What follows belongs to an exercise in optimizing a design on an open flow for small area; a production flow would make more cautious choices. In this exercise RTL edits were held to simulation tests only and were not proved equivalent to the original.

==> flow/design.v <==
module pipelined_fir(clk,reset,xn,yn);
input clk,reset;
input signed [15:0] xn;
output wire signed [15:0] yn;
parameter signed [15:0] h0=16'b1001100110111011;
parameter signed [15:0] h1=16'b1010111010101110;
parameter signed [15:0] h2=16'b0101001111011011;
parameter signed [15:0] h3=16'b0100100100101000;
reg signed [31:0] mul_reg [0:3];
reg signed [31:0] add_reg [0:2];
reg signed [31:0] yn_reg;
always @(posedge clk or posedge reset)
	if(reset)
		begin
		mul_reg[0]<=0;
		mul_reg[1]<=0;
		mul_reg[2]<=0;
		mul_reg[3]<=0;
		add_reg[0]<=0;
		add_reg[1]<=0;
		add_reg[2]<=0;
		yn_reg<=0;	
		end
	else
		begin
		add_reg[0]<=mul_reg[0];
		add_reg[1]<=mul_reg[1]+add_reg[0];
		add_reg[2]<=mul_reg[2]+add_reg[1];
		yn_reg<=mul_reg[3]+add_reg[2];
		mul_reg[0]<=xn*h3;
		mul_reg[1]<=xn*h2;
		mul_reg[2]<=xn*h1;
		mul_reg[3]<=xn*h0;
		end
	assign yn=yn_reg[31:16];
endmodule 
==> flow/run.sh <==
#!/bin/bash
# synth_recipe.tcl (not shown) runs the flow's synth.tcl, then flattens the netlist and writes it again
# the make line also repeats each setting of config.mk as NAME=value (left out here)
make -C /OpenROAD-flow-scripts/flow DESIGN_CONFIG=/design/flow/config.mk WORK_HOME=/design/flow/orfs CLKGATE_MAP_FILE= SYNTH_SCRIPT=/design/flow/synth_recipe.tcl finish
==> flow/config.mk <==
export PLATFORM = sky130hd
export DESIGN_NAME = pipelined_fir
export DESIGN_NICKNAME = pipelined_fir
export VERILOG_FILES = /design/flow/design.v
export SDC_FILE = /design/flow/constraint.sdc
export NUM_CORES = 4
export LEC_CHECK = 0
export CAP_MARGIN = 20
export CORE_MARGIN = 2
export CORE_UTILIZATION = 40
export SLEW_MARGIN = 20
==> flow/constraint.sdc <==
create_clock -name core_clock -period 8.0 [get_ports {clk}]
set_input_delay 1.6000 -clock core_clock [delete_from_list [all_inputs] [get_ports {clk}]]
set_output_delay 1.6000 -clock core_clock [all_outputs]
set_load 0.01 [all_outputs]
==> reports/metrics.yaml <==
timing:
  maxSlewViolCount: 0
  hold_violations: 0
  maxSlewHeadroom: 0.291
  skew_ns: 0.0118
  holdWs_ns: 0.343
  max_freq_mhz: 137
  period_minus_slack_ns: 7.31
  worst_pin_slew_ns: 1.05
  tns_ns: 0
  grt_setup_unrepaired: "no"
  layout_worst_path_cycle_share: 0.914
  setup_ws_ns: 0.692
  setup_violations: 0
route:
  wl_mm: 77.6
  avgRoutedWirePerCell_um: 19.4
  drc: 0
  routed-wl-met2_mm: 34.8
  viasPerCell: 5.16
  topRoutingLayerUsed: "met4"
  vias: 20660
  wl_met3_mm: 4.57
  drtPass1Iterations: 5
  drtIter0Drc: 1459
  ant_nets: 0
  wl_met1_mm: 36.2
placement:
  gp_routability_congestion: 0.938
  hpwl_mm: 67.0
  place_inst: 3955
  dpl-instance-area_mm2: 0.0313
  place_ws_ns: 0.217
  io_buffers: 33
synth:
  synthArstFlopShare: 1.00
  synth.ff_latch_count: 224
  syn_nets: 3795
  synth_edf_count: 0
  synth-main-ff-cell: "dfrtp_1"
  syn_area_mm2: 0.0291
  yosys_warnings: 3
  synth_most_common_cell: "inv_1"
  postSynthCellCount: 2905
  synthTopCellsByCount: "inv_1 (677), ha_1 (487), fa_1 (385)"
  yosys-top-cells-area: "fa_1 (26%), ha_1 (21%), dfrtp_1 (19%)"
  netlist.top_cell.by_area: "fa_1"
  synthDominantCellAreaShare: 0.265
  yosysSeqAreaShare: 0.193
  post_synth_num_cell_types: 75
  avgSynthCellArea_um2: 10.0
floorplan:
  core-area_mm2: 0.0717
  start_util: 0.406
  fp.dieH_um: 274
  die_w_um: 274
  dieArea_mm2: 0.0749
  rows: 98
  ios: 34
global_routing:
  globalRouteOverflowTotal: 0
  grt_pass1_wl_mm: 123
  grt_max_degree: 146
  grt_pass1_vias: 21134
  grt_util_all_layers: 0.216
  antenna_found_initial: 0
cells_and_area:
  diodes: 0
  stdcell_area_mm2: 0.0322
  final_cells: 4007
  syn2layout_area_growth_pct: 10.8
  largest_reg_flops: 116
  nets: 3925
  final_util: 0.450
  drive_above_1_share: 0.0556
  num-fill-cells: 6883
critical_path:
  cp-end-kind: "register"
  crit_type: "input pin to register"
  cp_num_buf_inv: 5
  cp_slowest_cell: "fa_1"
  crit_family: "adder cells"
  cpPeakStageDelay_ns: 0.56
  cp_max_fo: 6
  arrival_ns: 7.76
  path_cells: "clkdlybuf4s50_1 > inv_1 > ha_1 > inv_1 > fa_1 > inv_1 > fa_1 > inv_1 > ha_1 > fa_1 > fa_1 > ha_1 > nand4_1 > nor2_1 > o31ai_1 > o211ai_1 > a31oi_1 > o21ai_1 > mux2i_1 > a2111oi_0"
  critical_path_required_ns: 8.45
  critPathLaunchType: "input pin"
clock_tree:
  cts.clk_slew.worst_paths_ns: 0.06
  postCtsSetupBuffers: 0
  cts_sinks: 224
  hold_buffers: 0
  root_buffer: "clkbuf_16"
  cts_tree: "done"
  clock_latency_ns: 0.59
  clock_path_buffers: 3
  cts_made_buffers: 28
  cts_resized: 0
  cts-htree-levels: 1
hold_path:
  holdCritPathClass: "register to register"
status:
  status: "finished clean"
job:
  drv_cap: 0
-- worst register-to-register path: cells and delay by family, from the launching register on --
| kind | cells | cell delay [ns] |
|---|---|---|
| buf+inv | 1 | 0.07 |
| simple gates | 3 | 0.66 |
| compound gates | 5 | 1.88 |
| fa+ha+maj | 2 | 0.65 |
| flops | 1 | 0.39 |
-- cells by family (layout without fill, tap and decap cells) --
logic type                 Yosys count  after routing  share of synthesized area
buffers and inverters              708            860                     0.0917
xor gates and xnor gates           186            186                     0.0560
AOI/OAI and AO/OA                  518            518                      0.117
and+or+nand+nor                    386            386                     0.0649
adders and majority gates          872            872                      0.474
DFF                                224            224                      0.193
muxes                               11             11                    0.00383
-- cell type report --
type | instances | area (um^2) | share of cell area
Clock inverter | 17 | 209 | 0.00648
Inverter | 678 | 2550 | 0.0792
Tap cell | 950 | 1190 | 0.0369
Sequential cell | 224 | 5610 | 0.174
Multi-Input combinational cell | 1973 | 20800 | 0.646
Clock buffer | 35 | 777 | 0.0241
Timing Repair Buffer | 130 | 1090 | 0.0339
-- cell usage in the layout, fill, tap and decap left out, types with 32 or more instances in the layout --
cell / n
a21o_1: 89
a21oi_1: 156
buf_4: 95
clkdlybuf4s50_1: 32
dfrtp_1: 224
fa_1: 385
ha_1: 487
inv_1: 676
nand2_1: 85
nand3_1: 34
nor2_1: 114
o21ai_0: 77
xnor2_1: 134
xor2_1: 52
-- routing by layer --
metal  up-vias  global-route usage
li1       9712                   -
met1     10403               0.313
met2       464               0.340
met3        81              0.0299
met4         0              0.0496
met5         -                   0
-- final timing paths --
path / end / depth (start not counted) / slack, ns / startpoint
setup / recovery: mul_reg[3][28]$_DFF_PP0_ / 20 / 0.69 / xn[8]
hold / removal: add_reg[0][18]$_DFF_PP0_ / 0 / 0.34 / mul_reg[0][18]$_DFF_PP0_
setup reg to reg: add_reg[1][31]$_DFF_PP0_ / 11 / 4.17 / mul_reg[3][3]$_DFF_PP0_
hold reg to reg: add_reg[0][18]$_DFF_PP0_ / 0 / 0.34 / mul_reg[0][18]$_DFF_PP0_
max in group asynchronous: mul_reg[2][30]$_DFF_PP0_ / 3 / 5.26 / reset
min in group asynchronous: add_reg[0][7]$_DFF_PP0_ / 2 / 1.47 / reset

==> port drivers added, routing unchanged <==
How much do the figures lean on ideal ports? The routed layout below was timed once more, with nothing changed but the port constraints.
Step 1, drivers: a clkbuf_16 drives clk and a buf_2 each remaining input, both assumed.
Step 2, shift: input delay + t, output delay - t, t = (earliest + latest rising clock arrival at the registers) / 2. This alone moves slack from input paths to output paths.
Three values: ideal ports, drivers, drivers and shift; two values: the first two.
t (ns): 0.646
setup WS [ns]: 0.692 / 0.709 / 0.063
worst register clock-pin slew, ns: 0.06 / 0.06
worst slew at a driven data input, ns: 0.07
pins driven straight from the clock port: 1
After both steps this run still meets setup and hold. For this run, drivers alone change the setup slack by +0.017 ns; drivers and shift together by -0.629 ns.
